This is an optimization exercise on Yosys and OpenROAD, whose aim is small area, not a production implementation.
Where RTL was checked, it was by simulation tests only, not by an equivalence proof against the original.
No activity file was given, so power comes from the tool's default toggle rates.

==> job 9646 <==
==> flow/design.v <==
module configure (
	input             ctrl_s_axi_aclk,
	input             ctrl_s_axi_aresetn,
	input      [31:0] ctrl_s_axi_awaddr,
	input             ctrl_s_axi_awvalid,
	output            ctrl_s_axi_awready,
	input      [31:0] ctrl_s_axi_wdata,
	input      [3:0]  ctrl_s_axi_wstrb,
	input             ctrl_s_axi_wvalid,
	output            ctrl_s_axi_wready,
	output     [1:0]  ctrl_s_axi_bresp,
	output            ctrl_s_axi_bvalid,
	input             ctrl_s_axi_bready,
	input      [31:0] ctrl_s_axi_araddr,
	input             ctrl_s_axi_arvalid,
	output            ctrl_s_axi_arready,
	output     [31:0] ctrl_s_axi_rdata,
	output     [1:0]  ctrl_s_axi_rresp,
	output            ctrl_s_axi_rvalid,
	input             ctrl_s_axi_rready,
	input      [31:0] udt_state,
	input             state_valid,
	output            state_ready,
	output            Req_Connect,
	input             Res_Connect,
	output            Req_Close,
	input             Res_Close,
	input             Peer_Req_Close,
	output reg        Peer_Res_Close,
	output reg        user_valid,
	input             user_ready,
	output reg [31:0] Snd_Buffer_Size,
	output reg [31:0] Rev_Buffer_Size,
	output reg [31:0] FlightFlagSize,
	output reg [31:0] MSSize,
	output reg [31:0] INIT_SEQ
);
localparam [31:0] DEF_SND = 32'd8192, DEF_REV = 32'd8192,
                  DEF_FLT = 32'd256000, DEF_MSS = 32'd8000;
localparam [2:0] S_MSS = 3'd0, S_SND = 3'd1, S_REV = 3'd2, S_FLT = 3'd3,
                 S_SEQ = 3'd4, S_CON = 3'd5, S_CLS = 3'd6, S_UNK = 3'd7;
localparam [3:0] W_RST = 4'd0, W_INIT = 4'd1, W_IDLE = 4'd2, W_UPD = 4'd3,
                 W_SEL = 4'd4, W_WR = 4'd5, W_CHK = 4'd6, W_OK = 4'd7,
                 W_ERR = 4'd8, W_CORE = 4'd9;
localparam [2:0] R_RST = 3'd0, R_IDLE = 3'd1, R_ADDR = 3'd2, R_WAIT = 3'd3,
                 R_VAL = 3'd4, R_DEC = 3'd5;
reg [3:0]  ws;
reg [2:0]  sel;
reg [2:0]  rs;
reg [31:0] st;         
reg [31:0] rd_sel;     
wire [2:0] aw_sel = (|ctrl_s_axi_awaddr[31:3]) ? S_UNK : ctrl_s_axi_awaddr[2:0];
wire [2:0] ar_sel = (|ctrl_s_axi_araddr[31:3]) ? S_UNK : ctrl_s_axi_araddr[2:0];
wire st_ff  = &st;
wire sel_ok =
	(sel == S_MSS) ? (MSSize <= DEF_MSS) :
	(sel == S_SND) ? ((Snd_Buffer_Size << 3) <= 32'd1048576) :
	(sel == S_REV) ? ((Rev_Buffer_Size << 3) <= 32'd1048576) :
	(sel == S_FLT) ? (Rev_Buffer_Size < FlightFlagSize) :
	(sel == S_SEQ) ? 1'b1 :
	(sel == S_CON) ? (st == 32'h0 || st == 32'h1000) :
	(sel == S_CLS) ? (st == 32'h10) : 1'b0;
wire wr_go  = (ws == W_SEL) && ctrl_s_axi_wvalid;
wire err_go = (ws == W_CHK) && !sel_ok;
wire [31:0] mwd = ctrl_s_axi_wdata & {{8{ctrl_s_axi_wstrb[3]}}, {8{ctrl_s_axi_wstrb[2]}},
                                      {8{ctrl_s_axi_wstrb[1]}}, {8{ctrl_s_axi_wstrb[0]}}};
always @(posedge ctrl_s_axi_aclk or negedge ctrl_s_axi_aresetn)
	if (!ctrl_s_axi_aresetn)
		ws <= W_RST;
	else
		case (ws)
			W_RST:  ws <= W_INIT;
			W_INIT: ws <= W_IDLE;
			W_IDLE: ws <= ctrl_s_axi_awvalid ? W_SEL : state_valid ? W_UPD : W_IDLE;
			W_UPD:  ws <= W_IDLE;
			W_SEL:  if (ctrl_s_axi_wvalid) ws <= W_WR;
			W_WR:   ws <= W_CHK;
			W_CHK:  ws <= (sel_ok && sel != S_UNK) ? W_OK : W_ERR;
			W_OK:   if (ctrl_s_axi_bready) ws <= (sel == S_CON || sel == S_CLS) ? W_CORE : W_IDLE;
			W_ERR:  if (ctrl_s_axi_bready) ws <= W_IDLE;
			W_CORE: if (sel == S_CON ? Res_Connect : Res_Close) ws <= W_IDLE;
			default: ws <= W_IDLE;
		endcase
always @(posedge ctrl_s_axi_aclk)
	if (ws == W_IDLE)
		sel <= aw_sel;
assign ctrl_s_axi_awready = (ws == W_IDLE) || (ws == W_SEL) ||
	(sel == S_UNK && (ws == W_WR || ws == W_CHK || ws == W_ERR));
assign ctrl_s_axi_wready  = (ws == W_SEL) || (ws == W_WR && sel == S_UNK);
assign ctrl_s_axi_bvalid  = (ws == W_OK) || (ws == W_ERR);
assign ctrl_s_axi_bresp   = {2{ws == W_ERR}};
assign state_ready        = (ws == W_UPD);
assign Req_Connect        = (ws == W_CORE) && (sel == S_CON);
assign Req_Close          = (ws == W_CORE) && (sel == S_CLS);
always @(posedge ctrl_s_axi_aclk or negedge ctrl_s_axi_aresetn)
	if (!ctrl_s_axi_aresetn) begin
		MSSize          <= 32'h0;
		Snd_Buffer_Size <= 32'h0;
		Rev_Buffer_Size <= 32'h0;
		FlightFlagSize  <= 32'h0;
		INIT_SEQ        <= 32'h0;
	end else if (ws == W_RST) begin
		MSSize          <= MSSize | DEF_MSS;
		Snd_Buffer_Size <= Snd_Buffer_Size | DEF_SND;
		Rev_Buffer_Size <= Rev_Buffer_Size | DEF_REV;
		FlightFlagSize  <= FlightFlagSize | DEF_FLT;
	end else begin
		if (wr_go && sel == S_MSS) MSSize          <= mwd;
		if (wr_go && sel == S_SND) Snd_Buffer_Size <= mwd;
		if (wr_go && sel == S_REV) Rev_Buffer_Size <= mwd;
		if (wr_go && sel == S_FLT) FlightFlagSize  <= mwd;
		if (wr_go && sel == S_SEQ) INIT_SEQ        <= mwd;
		if (err_go && sel == S_MSS) MSSize          <= 32'hffff_ffff;
		if (err_go && sel == S_SND) Snd_Buffer_Size <= 32'hffff_ffff;
		if (err_go && sel == S_REV) Rev_Buffer_Size <= 32'hffff_ffff;
		if (err_go && sel == S_FLT) FlightFlagSize  <= 32'hffff_ffff;
		if (err_go && sel == S_SEQ) INIT_SEQ        <= 32'hffff_ffff;
	end
always @(posedge ctrl_s_axi_aclk or negedge ctrl_s_axi_aresetn)
	if (!ctrl_s_axi_aresetn)
		st <= 32'h0;
	else if (ws == W_IDLE && !ctrl_s_axi_awvalid && state_valid && !st_ff)
		st <= udt_state;
	else if (err_go && (sel == S_CON || sel == S_CLS))
		st <= 32'hffff_ffff;
	else if (ws == W_OK && ctrl_s_axi_bready && sel == S_CON)
		st <= 32'h1;
	else if (ws == W_OK && ctrl_s_axi_bready && sel == S_CLS)
		st <= 32'h100;
always @(posedge ctrl_s_axi_aclk or negedge ctrl_s_axi_aresetn)
	if (!ctrl_s_axi_aresetn)
		rs <= R_RST;
	else
		case (rs)
			R_RST, R_IDLE: rs <= ctrl_s_axi_arvalid ? R_ADDR : R_IDLE;
			R_ADDR:        rs <= (ar_sel == S_UNK) ? R_DEC : R_WAIT;
			R_WAIT:        rs <= R_VAL;
			default:       rs <= R_IDLE;
		endcase
always @(posedge ctrl_s_axi_aclk)
	if (rs == R_RST || rs == R_IDLE)
		case (ar_sel)
			S_MSS:   rd_sel <= MSSize;
			S_SND:   rd_sel <= Snd_Buffer_Size;
			S_REV:   rd_sel <= Rev_Buffer_Size;
			S_FLT:   rd_sel <= FlightFlagSize;
			S_SEQ:   rd_sel <= INIT_SEQ;
			S_CON,
			S_CLS:   rd_sel <= st;
			default: rd_sel <= 32'hffff_ffff;
		endcase
assign ctrl_s_axi_arready = (rs == R_IDLE);
assign ctrl_s_axi_rvalid  = (rs == R_VAL) || (rs == R_DEC);
assign ctrl_s_axi_rdata   = ctrl_s_axi_rvalid ? rd_sel : 32'h0;
assign ctrl_s_axi_rresp   = (rs == R_DEC) ? 2'b01 : (rs == R_VAL && &rd_sel) ? 2'b11 : 2'b00;
always @(posedge ctrl_s_axi_aclk or negedge ctrl_s_axi_aresetn)
	if (!ctrl_s_axi_aresetn) begin
		user_valid     <= 1'b0;
		Peer_Res_Close <= 1'b0;
	end else if (Peer_Req_Close || Res_Close) begin
		user_valid     <= 1'b1;
		Peer_Res_Close <= 1'b0;
	end else if (user_ready) begin
		user_valid     <= 1'b0;
		Peer_Res_Close <= 1'b1;
	end
endmodule
==> flow/flow/run.sh <==
#!/bin/bash
set -euo pipefail
export BUFFER_PORTS_ARGS="-buffer_cell sky130_fd_sc_hd__buf_1"
bash standard.sh > standard.log 2>&1
==> flow/standard.sh <==
#!/bin/bash
# synth_recipe.tcl (not shown) runs the flow's synth.tcl, then flattens the netlist and writes it again
# the make line also repeats each setting of config.mk as NAME=value (left out here)
make -C /OpenROAD-flow-scripts/flow DESIGN_CONFIG=/design/flow/config.mk WORK_HOME=/design/flow/orfs CLKGATE_MAP_FILE= SYNTH_SCRIPT=/design/flow/synth_recipe.tcl "${@:-finish}"
==> flow/config.mk <==
export PLATFORM = sky130hd
export DESIGN_NAME = configure
export DESIGN_NICKNAME = configure
export VERILOG_FILES = /design/flow/design.v
export SDC_FILE = /design/flow/constraint.sdc
export NUM_CORES = 4
export LEC_CHECK = 0
export ABC_AREA = 1
export CAP_MARGIN = 20
export CORE_MARGIN = 2
export CORE_UTILIZATION = 60
export SLEW_MARGIN = 20
==> flow/constraint.sdc <==
create_clock -name core_clock -period 5.0 [get_ports {ctrl_s_axi_aclk}]
set_input_delay 1.0000 -clock core_clock [delete_from_list [all_inputs] [get_ports {ctrl_s_axi_aclk}]]
set_output_delay 1.0000 -clock core_clock [all_outputs]
set_load 0.01 [all_outputs]
==> job 6553 (differences from job 9646) <==
--- a/flow/design.v
+++ b/flow/design.v
@@ -49,14 +49,27 @@
 reg [2:0]  rs;
 reg [31:0] st;         
 reg [31:0] rd_sel;     
+function lt32;
+	input [31:0] a, b;
+	integer i;
+	begin
+		lt32 = 1'b0;
+		for (i = 0; i < 32; i = i + 1)
+			lt32 = (~a[i] & b[i]) | (~a[i] & lt32) | (b[i] & lt32);
+	end
+endfunction
 wire [2:0] aw_sel = (|ctrl_s_axi_awaddr[31:3]) ? S_UNK : ctrl_s_axi_awaddr[2:0];
 wire [2:0] ar_sel = (|ctrl_s_axi_araddr[31:3]) ? S_UNK : ctrl_s_axi_araddr[2:0];
 wire st_ff  = &st;
+wire mss_ok = ~lt32(DEF_MSS, MSSize);
+wire snd_ok = ~lt32(32'd1048576, Snd_Buffer_Size << 3);
+wire rev_ok = ~lt32(32'd1048576, Rev_Buffer_Size << 3);
+wire flt_ok = lt32(Rev_Buffer_Size, FlightFlagSize);
 wire sel_ok =
-	(sel == S_MSS) ? (MSSize <= DEF_MSS) :
-	(sel == S_SND) ? ((Snd_Buffer_Size << 3) <= 32'd1048576) :
-	(sel == S_REV) ? ((Rev_Buffer_Size << 3) <= 32'd1048576) :
-	(sel == S_FLT) ? (Rev_Buffer_Size < FlightFlagSize) :
+	(sel == S_MSS) ? mss_ok :
+	(sel == S_SND) ? snd_ok :
+	(sel == S_REV) ? rev_ok :
+	(sel == S_FLT) ? flt_ok :
 	(sel == S_SEQ) ? 1'b1 :
 	(sel == S_CON) ? (st == 32'h0 || st == 32'h1000) :
 	(sel == S_CLS) ? (st == 32'h10) : 1'b0;
@@ -92,6 +105,8 @@
 assign state_ready        = (ws == W_UPD);
 assign Req_Connect        = (ws == W_CORE) && (sel == S_CON);
 assign Req_Close          = (ws == W_CORE) && (sel == S_CLS);
+wire [31:0] pv = mwd | {32{ws == W_CHK}};
+wire        pl = wr_go || err_go;
 always @(posedge ctrl_s_axi_aclk or negedge ctrl_s_axi_aresetn)
 	if (!ctrl_s_axi_aresetn) begin
 		MSSize          <= 32'h0;
@@ -104,29 +119,24 @@
 		Snd_Buffer_Size <= Snd_Buffer_Size | DEF_SND;
 		Rev_Buffer_Size <= Rev_Buffer_Size | DEF_REV;
 		FlightFlagSize  <= FlightFlagSize | DEF_FLT;
-	end else begin
-		if (wr_go && sel == S_MSS) MSSize          <= mwd;
-		if (wr_go && sel == S_SND) Snd_Buffer_Size <= mwd;
-		if (wr_go && sel == S_REV) Rev_Buffer_Size <= mwd;
-		if (wr_go && sel == S_FLT) FlightFlagSize  <= mwd;
-		if (wr_go && sel == S_SEQ) INIT_SEQ        <= mwd;
-		if (err_go && sel == S_MSS) MSSize          <= 32'hffff_ffff;
-		if (err_go && sel == S_SND) Snd_Buffer_Size <= 32'hffff_ffff;
-		if (err_go && sel == S_REV) Rev_Buffer_Size <= 32'hffff_ffff;
-		if (err_go && sel == S_FLT) FlightFlagSize  <= 32'hffff_ffff;
-		if (err_go && sel == S_SEQ) INIT_SEQ        <= 32'hffff_ffff;
+	end else if (pl) begin
+		if (sel == S_MSS) MSSize          <= pv;
+		if (sel == S_SND) Snd_Buffer_Size <= pv;
+		if (sel == S_REV) Rev_Buffer_Size <= pv;
+		if (sel == S_FLT) FlightFlagSize  <= pv;
+		if (sel == S_SEQ) INIT_SEQ        <= pv;
 	end
+wire st_upd = (ws == W_IDLE) && !ctrl_s_axi_awvalid && state_valid && !st_ff;
+wire st_err = err_go && (sel == S_CON || sel == S_CLS);
+wire st_con = (ws == W_OK) && ctrl_s_axi_bready && (sel == S_CON);
+wire st_cls = (ws == W_OK) && ctrl_s_axi_bready && (sel == S_CLS);
+wire st_ld  = st_upd || st_err || st_con || st_cls;
 always @(posedge ctrl_s_axi_aclk or negedge ctrl_s_axi_aresetn)
 	if (!ctrl_s_axi_aresetn)
 		st <= 32'h0;
-	else if (ws == W_IDLE && !ctrl_s_axi_awvalid && state_valid && !st_ff)
-		st <= udt_state;
-	else if (err_go && (sel == S_CON || sel == S_CLS))
-		st <= 32'hffff_ffff;
-	else if (ws == W_OK && ctrl_s_axi_bready && sel == S_CON)
-		st <= 32'h1;
-	else if (ws == W_OK && ctrl_s_axi_bready && sel == S_CLS)
-		st <= 32'h100;
+	else
+		st <= ({32{st_upd}} & udt_state) | {32{st_err}} |
+		      {23'h0, st_cls, 7'h0, st_con} | ({32{!st_ld}} & st);
 always @(posedge ctrl_s_axi_aclk or negedge ctrl_s_axi_aresetn)
 	if (!ctrl_s_axi_aresetn)
 		rs <= R_RST;
==> flow/flow/run.sh (replaced) <==
#!/bin/bash
# The standard layout with these changes:
#  - after the standard synthesis, the combinational cells are re-mapped for
#    area (flow/reopt.sh); the flip-flops stay exactly as synthesis made them
#  - the port buffers are the smallest buffer cell
#  - clock tree synthesis inserts no dummy loads and uses larger sink clusters
set -euo pipefail
export BUFFER_PORTS_ARGS="-buffer_cell sky130_fd_sc_hd__buf_1"
export CTS_ARGS="-sink_clustering_enable -repair_clock_nets -dont_use_dummy_load -sink_clustering_size 30 -sink_clustering_max_diameter 50"
R=orfs/results/sky130hd/configure/base
bash standard.sh synth > synth.log 2>&1
cp $R/1_2_yosys.v standard_1_2_yosys.v
bash flow/reopt.sh "$PWD/standard_1_2_yosys.v" "$PWD/reopt_1_2_yosys.v" "$PWD/reopt.log"
cp reopt_1_2_yosys.v $R/1_2_yosys.v
rm -f $R/1_synth.odb $R/1_synth.sdc
bash standard.sh > standard.log 2>&1
==> flow/flow/reopt.sh (new file) <==
#!/bin/bash
# reopt.sh IN.v OUT.v LOG
# Re-maps the combinational cells of a mapped netlist for area with ABC, keeping
# every flip-flop instance (its name and cell type) exactly as it is.
set -euo pipefail
IN=$1; OUT=$2; LOG=$3
PLAT=$FLOW_HOME/platforms/sky130hd
LIB=$PLAT/lib/sky130_fd_sc_hd__tt_025C_1v80.lib
DU=$(sed -n '/^export DONT_USE_CELLS/,/^$/p' $PLAT/config.mk | grep -o 'sky130_fd_sc_hd__[a-z0-9_]*' | sed 's/^/-dont_use /' | tr '\n' ' ')
FLOPS=$(grep -o 'sky130_fd_sc_hd__[a-z0-9_]*' $IN | sort -u | grep -E '__(df|edf|sdf|sedf|dl)' | tr '\n' ' ')
W=$(dirname $OUT)
cat > $W/reopt_abc.script <<EOS
&get -n
&st
&syn2
&dch -f
&nf -a -R 1000
&syn2
&dch -f
&nf -a -R 1000
&put
EOS
cat > $W/reopt.ys <<EOS
read_liberty -ignore_miss_func $LIB
read_verilog $IN
hierarchy -top configure
setattr -mod -set keep_hierarchy 1 $FLOPS
flatten
select configure
opt_clean -purge
abc -liberty $LIB $DU -script $W/reopt_abc.script
opt_clean -purge
hilomap -singleton -hicell sky130_fd_sc_hd__conb_1 HI -locell sky130_fd_sc_hd__conb_1 LO
splitnets
opt_clean -purge
stat -liberty $LIB
write_verilog -noattr -nohex -nodec -selected $OUT
EOS
yosys -l $LOG $W/reopt.ys > /dev/null
==> flow/config.mk (replaced) <==
export PLATFORM = sky130hd
export DESIGN_NAME = configure
export DESIGN_NICKNAME = configure
export VERILOG_FILES = /design/flow/design.v
export SDC_FILE = /design/flow/constraint.sdc
export NUM_CORES = 4
export LEC_CHECK = 0
export CAP_MARGIN = 0
export CORE_MARGIN = 2
export CORE_UTILIZATION = 50
export SLEW_MARGIN = 0
==> job 8342 (differences from job 9646) <==
--- a/flow/design.v
+++ b/flow/design.v
@@ -49,14 +49,27 @@
 reg [2:0]  rs;
 reg [31:0] st;         
 reg [31:0] rd_sel;     
+function lt32;
+	input [31:0] a, b;
+	integer i;
+	begin
+		lt32 = 1'b0;
+		for (i = 0; i < 32; i = i + 1)
+			lt32 = (~a[i] & b[i]) | (~a[i] & lt32) | (b[i] & lt32);
+	end
+endfunction
 wire [2:0] aw_sel = (|ctrl_s_axi_awaddr[31:3]) ? S_UNK : ctrl_s_axi_awaddr[2:0];
 wire [2:0] ar_sel = (|ctrl_s_axi_araddr[31:3]) ? S_UNK : ctrl_s_axi_araddr[2:0];
 wire st_ff  = &st;
+wire mss_ok = ~lt32(DEF_MSS, MSSize);
+wire snd_ok = ~lt32(32'd1048576, Snd_Buffer_Size << 3);
+wire rev_ok = ~lt32(32'd1048576, Rev_Buffer_Size << 3);
+wire flt_ok = lt32(Rev_Buffer_Size, FlightFlagSize);
 wire sel_ok =
-	(sel == S_MSS) ? (MSSize <= DEF_MSS) :
-	(sel == S_SND) ? ((Snd_Buffer_Size << 3) <= 32'd1048576) :
-	(sel == S_REV) ? ((Rev_Buffer_Size << 3) <= 32'd1048576) :
-	(sel == S_FLT) ? (Rev_Buffer_Size < FlightFlagSize) :
+	(sel == S_MSS) ? mss_ok :
+	(sel == S_SND) ? snd_ok :
+	(sel == S_REV) ? rev_ok :
+	(sel == S_FLT) ? flt_ok :
 	(sel == S_SEQ) ? 1'b1 :
 	(sel == S_CON) ? (st == 32'h0 || st == 32'h1000) :
 	(sel == S_CLS) ? (st == 32'h10) : 1'b0;
@@ -92,6 +105,8 @@
 assign state_ready        = (ws == W_UPD);
 assign Req_Connect        = (ws == W_CORE) && (sel == S_CON);
 assign Req_Close          = (ws == W_CORE) && (sel == S_CLS);
+wire [31:0] pv = mwd | {32{ws == W_CHK}};
+wire        pl = wr_go || err_go;
 always @(posedge ctrl_s_axi_aclk or negedge ctrl_s_axi_aresetn)
 	if (!ctrl_s_axi_aresetn) begin
 		MSSize          <= 32'h0;
@@ -104,17 +119,12 @@
 		Snd_Buffer_Size <= Snd_Buffer_Size | DEF_SND;
 		Rev_Buffer_Size <= Rev_Buffer_Size | DEF_REV;
 		FlightFlagSize  <= FlightFlagSize | DEF_FLT;
-	end else begin
-		if (wr_go && sel == S_MSS) MSSize          <= mwd;
-		if (wr_go && sel == S_SND) Snd_Buffer_Size <= mwd;
-		if (wr_go && sel == S_REV) Rev_Buffer_Size <= mwd;
-		if (wr_go && sel == S_FLT) FlightFlagSize  <= mwd;
-		if (wr_go && sel == S_SEQ) INIT_SEQ        <= mwd;
-		if (err_go && sel == S_MSS) MSSize          <= 32'hffff_ffff;
-		if (err_go && sel == S_SND) Snd_Buffer_Size <= 32'hffff_ffff;
-		if (err_go && sel == S_REV) Rev_Buffer_Size <= 32'hffff_ffff;
-		if (err_go && sel == S_FLT) FlightFlagSize  <= 32'hffff_ffff;
-		if (err_go && sel == S_SEQ) INIT_SEQ        <= 32'hffff_ffff;
+	end else if (pl) begin
+		if (sel == S_MSS) MSSize          <= pv;
+		if (sel == S_SND) Snd_Buffer_Size <= pv;
+		if (sel == S_REV) Rev_Buffer_Size <= pv;
+		if (sel == S_FLT) FlightFlagSize  <= pv;
+		if (sel == S_SEQ) INIT_SEQ        <= pv;
 	end
 always @(posedge ctrl_s_axi_aclk or negedge ctrl_s_axi_aresetn)
 	if (!ctrl_s_axi_aresetn)
--- a/flow/config.mk
+++ b/flow/config.mk
@@ -5,8 +5,9 @@
 export SDC_FILE = /design/flow/constraint.sdc
 export NUM_CORES = 4
 export LEC_CHECK = 0
-export ABC_AREA = 1
 export CAP_MARGIN = 20
 export CORE_MARGIN = 2
-export CORE_UTILIZATION = 60
+export CORE_UTILIZATION = 40
+export CTS_CLUSTER_DIAMETER = 60
+export CTS_CLUSTER_SIZE = 20
 export SLEW_MARGIN = 20
==> job 1939 (differences from job 9646) <==
--- a/flow/design.v
+++ b/flow/design.v
@@ -49,14 +49,27 @@
 reg [2:0]  rs;
 reg [31:0] st;         
 reg [31:0] rd_sel;     
+function lt32;
+	input [31:0] a, b;
+	integer i;
+	begin
+		lt32 = 1'b0;
+		for (i = 0; i < 32; i = i + 1)
+			lt32 = (~a[i] & b[i]) | (~a[i] & lt32) | (b[i] & lt32);
+	end
+endfunction
 wire [2:0] aw_sel = (|ctrl_s_axi_awaddr[31:3]) ? S_UNK : ctrl_s_axi_awaddr[2:0];
 wire [2:0] ar_sel = (|ctrl_s_axi_araddr[31:3]) ? S_UNK : ctrl_s_axi_araddr[2:0];
 wire st_ff  = &st;
+wire mss_ok = ~lt32(DEF_MSS, MSSize);
+wire snd_ok = ~lt32(32'd1048576, Snd_Buffer_Size << 3);
+wire rev_ok = ~lt32(32'd1048576, Rev_Buffer_Size << 3);
+wire flt_ok = lt32(Rev_Buffer_Size, FlightFlagSize);
 wire sel_ok =
-	(sel == S_MSS) ? (MSSize <= DEF_MSS) :
-	(sel == S_SND) ? ((Snd_Buffer_Size << 3) <= 32'd1048576) :
-	(sel == S_REV) ? ((Rev_Buffer_Size << 3) <= 32'd1048576) :
-	(sel == S_FLT) ? (Rev_Buffer_Size < FlightFlagSize) :
+	(sel == S_MSS) ? mss_ok :
+	(sel == S_SND) ? snd_ok :
+	(sel == S_REV) ? rev_ok :
+	(sel == S_FLT) ? flt_ok :
 	(sel == S_SEQ) ? 1'b1 :
 	(sel == S_CON) ? (st == 32'h0 || st == 32'h1000) :
 	(sel == S_CLS) ? (st == 32'h10) : 1'b0;
@@ -92,6 +105,8 @@
 assign state_ready        = (ws == W_UPD);
 assign Req_Connect        = (ws == W_CORE) && (sel == S_CON);
 assign Req_Close          = (ws == W_CORE) && (sel == S_CLS);
+wire [31:0] pv = mwd | {32{ws == W_CHK}};
+wire        pl = wr_go || err_go;
 always @(posedge ctrl_s_axi_aclk or negedge ctrl_s_axi_aresetn)
 	if (!ctrl_s_axi_aresetn) begin
 		MSSize          <= 32'h0;
@@ -104,17 +119,12 @@
 		Snd_Buffer_Size <= Snd_Buffer_Size | DEF_SND;
 		Rev_Buffer_Size <= Rev_Buffer_Size | DEF_REV;
 		FlightFlagSize  <= FlightFlagSize | DEF_FLT;
-	end else begin
-		if (wr_go && sel == S_MSS) MSSize          <= mwd;
-		if (wr_go && sel == S_SND) Snd_Buffer_Size <= mwd;
-		if (wr_go && sel == S_REV) Rev_Buffer_Size <= mwd;
-		if (wr_go && sel == S_FLT) FlightFlagSize  <= mwd;
-		if (wr_go && sel == S_SEQ) INIT_SEQ        <= mwd;
-		if (err_go && sel == S_MSS) MSSize          <= 32'hffff_ffff;
-		if (err_go && sel == S_SND) Snd_Buffer_Size <= 32'hffff_ffff;
-		if (err_go && sel == S_REV) Rev_Buffer_Size <= 32'hffff_ffff;
-		if (err_go && sel == S_FLT) FlightFlagSize  <= 32'hffff_ffff;
-		if (err_go && sel == S_SEQ) INIT_SEQ        <= 32'hffff_ffff;
+	end else if (pl) begin
+		if (sel == S_MSS) MSSize          <= pv;
+		if (sel == S_SND) Snd_Buffer_Size <= pv;
+		if (sel == S_REV) Rev_Buffer_Size <= pv;
+		if (sel == S_FLT) FlightFlagSize  <= pv;
+		if (sel == S_SEQ) INIT_SEQ        <= pv;
 	end
 always @(posedge ctrl_s_axi_aclk or negedge ctrl_s_axi_aresetn)
 	if (!ctrl_s_axi_aresetn)
--- a/flow/config.mk
+++ b/flow/config.mk
@@ -5,8 +5,9 @@
 export SDC_FILE = /design/flow/constraint.sdc
 export NUM_CORES = 4
 export LEC_CHECK = 0
-export ABC_AREA = 1
 export CAP_MARGIN = 20
 export CORE_MARGIN = 2
-export CORE_UTILIZATION = 60
+export CORE_UTILIZATION = 65
+export CTS_CLUSTER_DIAMETER = 60
+export CTS_CLUSTER_SIZE = 30
 export SLEW_MARGIN = 20
==> summary of the runs <==
- In job 9646 the synthesized cell count is higher than in job 8342, by about 60%.
- Against job 9646, the via count of job 8342 is smaller by 22%.
- In sequential cell count, job 9646 and job 1939 do not differ.
- Between job 1939 and job 6553, the lower sequential power is in job 6553 (gap about 46%, measured against job 6553).
- Of job 1939 and job 6553, job 1939 has the higher combinational power (gap about 130%, measured against job 6553).
- Between job 9646 and job 8342, the lower final cell count is in job 8342 (gap about 30%, measured against job 8342).
- Of job 9646 and job 6553, job 9646 has the higher setup slack (gap 1.1 ns).
- Clock power, highest first: job 9646, job 8342, job 6553, job 1939.
==> figures <==
quantity	job 9646	job 1939	job 6553	job 8342
Result of the run	no timing/DRC/antenna violations	no timing/DRC/antenna violations	no timing/DRC/antenna violations	no timing/DRC/antenna violations
Non-clock inverters	208	28	38	28
Routing usage on met1	59.01%	58.09%	52.69%	41.13%
Buf+Inv Stages, Crit Path	2	2	1	2
Via count of the first global-routing pass	13,240	10,330	10,710	10,540
Clk. pwr	1990 uW	1430 uW	1620 uW	1750 uW
Reg2reg setup slack	1.78 ns	1.52 ns	0.50 ns	1.37 ns
End of the critical path	ctrl_s_axi_rresp[0]	MSSize[7]$_DFFE_PN0P_	FlightFlagSize[22]$_DFFE_PN0P_	FlightFlagSize[5]$_DFFE_PN0P_
Met2 usage in global routing	61.29%	63.93%	58.35%	44.94%
Leakage power of the design	0.007912 uW	0.004466 uW	0.004589 uW	0.004532 uW
Maximum fanout encountered on the critical timing path	2	34	10	34
Highest signal layer in the routed design	met5	met5	met4	met4
Netlist cell types	44	63	-	63
Proportion of cell area occupied by registers	38.88%	44.76%	45.25%	43.61%
Layout Utilization	71.44%	78.27%	63.52%	48.71%
Internal power component	3932 uW	3800 uW	3168 uW	4016 uW
Fraction of area in multi-input gates	38.72%	37.12%	34.80%	36.25%
Function not checked in job 8342 and job 1939: the RTL went through the layout flow alone.

## re-timing with driven ports
How much do the figures lean on ideal ports? The routed layouts below were timed once more, with nothing changed but the port constraints. Step 1 sets driving cells, clkbuf_16 on the clock port and buf_2 on the other inputs (assumed; they add their load-dependent delay and slew). Step 2, shift: input delay + t, output delay - t, t = (earliest + latest rising clock arrival at the registers) / 2. This alone moves slack from input paths to output paths. Slacks: ideal / step 1 / step 2; pairs: ideal / step 1.
| run | t, ns | slack for setup (ns) | hold slack, ns | clock arrival spread, ns |
|---|---|---|---|---|
| job 9646 | 0.583 | 1.653 / 1.604 / 1.123 | 0.489 / 0.489 / 0.489 | 0.018 / 0.017 |
| job 6553 | 0.570 | 0.505 / 0.505 / 0.505 | 0.491 / 0.491 / 0.491 | 0.063 / 0.064 |
| job 8342 | 0.561 | 1.369 / 1.369 / 1.143 | 0.497 / 0.497 / 0.497 | 0.027 / 0.027 |
| job 1939 | 0.532 | 1.516 / 1.516 / 1.277 | 0.479 / 0.479 / 0.479 | 0.026 / 0.027 |
After both steps setup and hold are still met in every run listed. The setup slack of job 9646, which loses most, moves by -0.049 ns with the drivers and by -0.530 ns with both steps.
